Background: an optimization exercise with open tools, aiming at small area, a short achievable clock period and few clock cycles. Do not read the settings as production practice.
Function was checked by simulation only, so behaviour that the tests miss may differ from the original.
No activity file was given, so power comes from the tool's default toggle rates.

==> flow/design.v (excerpt) <==
module proc (
    clk, rst,
    imem_addr, imem_rd, imem_rdata,
    dmem_addr, dmem_wdata, dmem_wr, dmem_rd, dmem_rdata,
    wb_en, wb_reg, wb_data, st_en, st_addr, st_data, halt
    );
    input  wire        clk;
    input  wire        rst;
    output wire [15:0] imem_addr;
    output wire        imem_rd;
    input  wire [15:0] imem_rdata;
    output wire [15:0] dmem_addr;
    output wire [15:0] dmem_wdata;
    output wire        dmem_wr;
    output wire        dmem_rd;
    input  wire [15:0] dmem_rdata;
    output wire        wb_en;
    output wire [2:0]  wb_reg;
    output wire [15:0] wb_data;
    output wire        st_en;
    output wire [15:0] st_addr;
    output wire [15:0] st_data;
    output wire        halt;
    function stop_op;
        input [15:0] i;
        begin
            stop_op = (i[15:13] == 3'b001) | (i[15:11] == 5'b00000) |
                      ((i[15:13] == 3'b011) & (i[11] & ~i[12] | i[7]));
        end
    endfunction
    reg  [15:1] fa;               
    reg         l1, l2;           
    reg         iv1, iv2, iv3;    
    reg  [1:0]  ib1, ib2, ib3;    
    reg         fstop;            
    reg  [15:0] q0, q1, q2, q3;
    reg  [2:0]  qc;
    reg  [15:1] pcd;              
    reg         dstop;            
    reg  [15:0] rf [0:7];
    reg  [7:0]  rfv;              
    reg         ev;
    reg  [15:0] eA, eB, eimm;
    reg  [15:1] epcx;             
    reg  [2:0]  edst;
    reg         ewr, eld, est, ehalt, ebr, ejr, epredT;
    reg  [1:0]  ebc;              
    reg  [3:0]  efa, efb;         
    reg         euimm;            
    reg         einv;             
  ...
For scale: about 2500 cells after synthesis, about 450 flip-flops, about 140 I/O pins, about 26000 um2 of cells after synthesis.
clock: 12.0 ns
lec_check: 0
cap_margin: 20
core_margin: 2
core_utilization: 40
slew_margin: 20
run.sh (not shown) runs the stock make flow with config.mk's settings and CLKGATE_MAP_FILE= SYNTH_SCRIPT=/design/flow/synth_recipe.tcl, a recipe that flattens the netlist after the stock synthesis.
The baseline passed the timing, design-rule and antenna checks.
Testbench counts at the start, summed over its fixed seeds: cycles 109,946.
Edit:
==> flow/flow/run.sh (new file) <==
#!/bin/bash
set -euo pipefail
bash standard.sh SETUP_SLACK_MARGIN=7 finish > make.log 2>&1
==> flow/standard.sh (new file) <==
#!/bin/bash
# synth_recipe.tcl (not shown) runs the flow's synth.tcl, then flattens the netlist and writes it again
# the make line also repeats each setting of config.mk as NAME=value (left out here)
make -C /OpenROAD-flow-scripts/flow DESIGN_CONFIG=/design/flow/config.mk WORK_HOME=/design/flow/orfs CLKGATE_MAP_FILE= SYNTH_SCRIPT=/design/flow/synth_recipe.tcl "${@:-finish}"
removed: flow/run.sh
Wire length came out higher by 2.2%. Setup slack improved by 1.1 ns. Final cell count went up by 1.4%. Total power rose by 2.3%. Sequential power stays flat. Area after synthesis does not change.

## run 1
proc, a different RTL version from the one above (not shown whole).
Size in the first run: ~3200 cells after synthesis, roughly 440 flip-flops, ~140 I/O pins, roughly 24000 um2 of cells after synthesis.
// proc
module proc (
    clk, rst,
    imem_addr, imem_rd, imem_rdata,
    dmem_addr, dmem_wdata, dmem_wr, dmem_rd, dmem_rdata,
    wb_en, wb_reg, wb_data, st_en, st_addr, st_data, halt
    );
==> flow/config.mk <==
export PLATFORM = sky130hd
export DESIGN_NAME = proc
export DESIGN_NICKNAME = proc
export VERILOG_FILES = /design/flow/design.v
export SDC_FILE = /design/flow/constraint.sdc
export NUM_CORES = 4
export LEC_CHECK = 0
export ABC_AREA = 1
export CAP_MARGIN = 20
export CORE_MARGIN = 2
export CORE_UTILIZATION = 40
export CTS_CLUSTER_DIAMETER = 90
export CTS_CLUSTER_SIZE = 24
export SLEW_MARGIN = 20
==> flow/constraint.sdc <==
create_clock -name core_clock -period 12.0 [get_ports {clk}]
set_input_delay 2.4000 -clock core_clock [delete_from_list [all_inputs] [get_ports {clk}]]
set_output_delay 2.4000 -clock core_clock [all_outputs]
set_load 0.01 [all_outputs]
standard.sh (not shown) runs the stock make flow with config.mk's settings and CLKGATE_MAP_FILE= SYNTH_SCRIPT=/design/flow/synth_recipe.tcl, a recipe that flattens the netlist after the stock synthesis.
==> flow/flow/run.sh <==
#!/bin/bash
set -euo pipefail
bash standard.sh SETUP_SLACK_MARGIN=8 finish > make.log 2>&1
No stage failed in run 1, and the final checks on the layout all came back clean.
Testbench counts of run 1, summed over its fixed seeds: cycles 109,283.
> inputs changed (run 1 -> run 2)
- CTS_CLUSTER_SIZE removed (was 24)
- CTS_CLUSTER_DIAMETER removed (was 90)
### Flow results
- Run 2: full flow OK, the timing, design-rule and antenna checks passed
- The flow did not stop early for run 1: all stages ran, and the layout cleared the timing, design-rule and antenna checks.
- Against run 1 as the reference, run 2 delivers a higher relative area change from synthesis to final layout.
- Taking run 1 as the reference, in run 2 global-route usage rose 0.40 points; worst clock skew fell 0.015 ns; combinational power share fell 4.1 points; routed length per placed instance about even.
- Sort run 2 and run 1 by switching power share of the total desc -> top: run 1
Changes in run 3 relative to run 2:
- CORE_UTILIZATION changed from 40 to 55
==> comparison <==
Re utilization: run 3 is 19 points up on run 2. On final-layout clock-cell area share, run 3 tracks run 2 almost exactly. Run 2 → run 3: worst-case reg-to-reg path depth shrank by 9.1%; maximum frequency held steady; count of clock-net buffers in the final layout grew by about 1.4%; area added between synthesis and finish grew by 0.78 points.
What run 4 does differently from run 3 at the input level:
- an added CTS_CLUSTER_SIZE of 24
- an added CTS_CLUSTER_DIAMETER of 90
- a change of CORE_UTILIZATION from 55 to 40
==> flow/flow/run.sh <==
#!/bin/bash
set -euo pipefail
bash standard.sh SETUP_SLACK_MARGIN=8.25 finish > make.log 2>&1
Findings:
Wire: run 4 routes more than run 3
[run 4 vs run 3] buffers plus inverters on the worst setup path: higher in run 4
Diff run 3 -> run 4 | layout buffer count excluding clock buffers | increase of about 5.4%
diff inputs: run 4 => run 5
- clearing CTS_CLUSTER_SIZE, which used to be 24
- clearing CTS_CLUSTER_DIAMETER, which used to be 90
==> flow/flow/run.sh <==
#!/bin/bash
set -euo pipefail
bash standard.sh SETUP_SLACK_MARGIN=8.5 finish > make.log 2>&1
- In the metrics for run 4 and run 5, the one carrying the lower total length of routed wires is run 4.
- Portion of the layout cell area used by non-clock buffers: run 4 and run 5 compared, higher one is run 5
- Comparing met2 demand-to-capacity share in global routing for run 4 and run 5, the bigger number came from run 5.
- Layout overhead on the synthesized area, run 4 and run 5: larger value in run 5
- The data arrival time of the critical path number comes out lower for run 5 vs run 4.

-- static timing again, ports no longer ideal --
The results above use ideal ports. As a check the final layouts listed here were re-extracted and re-timed, cells and wires unchanged.
Step 1 sets driving cells, clkbuf_16 on the clock port and buf_2 on the other inputs (assumed; they add their load-dependent delay and slew).
Step 2 times the ports against the registers' clock, not the clock port: input delays grow and output delays shrink by t, the midpoint of the rising clock arrivals with the driver on.
a / b / c = ideal / step 1 / step 2; a / b = the first two.
run | t, ns | setup slack, ns | slew at the worst register clock pin (ns)
the first run of note 1 | 0.665 | 5.894 / 5.894 / 5.894 | 0.07 / 0.07
the second run of note 1 | 0.670 | 7.017 / 7.017 / 7.017 | 0.07 / 0.07
run 1 | 0.649 | 8.034 / 7.975 / 7.643 | 0.11 / 0.11
run 2 | 0.657 | 8.009 / 7.949 / 7.641 | 0.06 / 0.06
run 3 | 0.649 | 8.010 / 7.950 / 7.833 | 0.07 / 0.07
run 4 | 0.654 | 8.220 / 8.213 / 7.636 | 0.11 / 0.11
run 5 | 0.658 | 8.235 / 8.235 / 7.764 | 0.07 / 0.07
After both steps setup and hold are still met in every run listed. For run 4, which loses most, drivers alone change the setup slack by -0.007 ns; drivers and shift together by -0.584 ns.
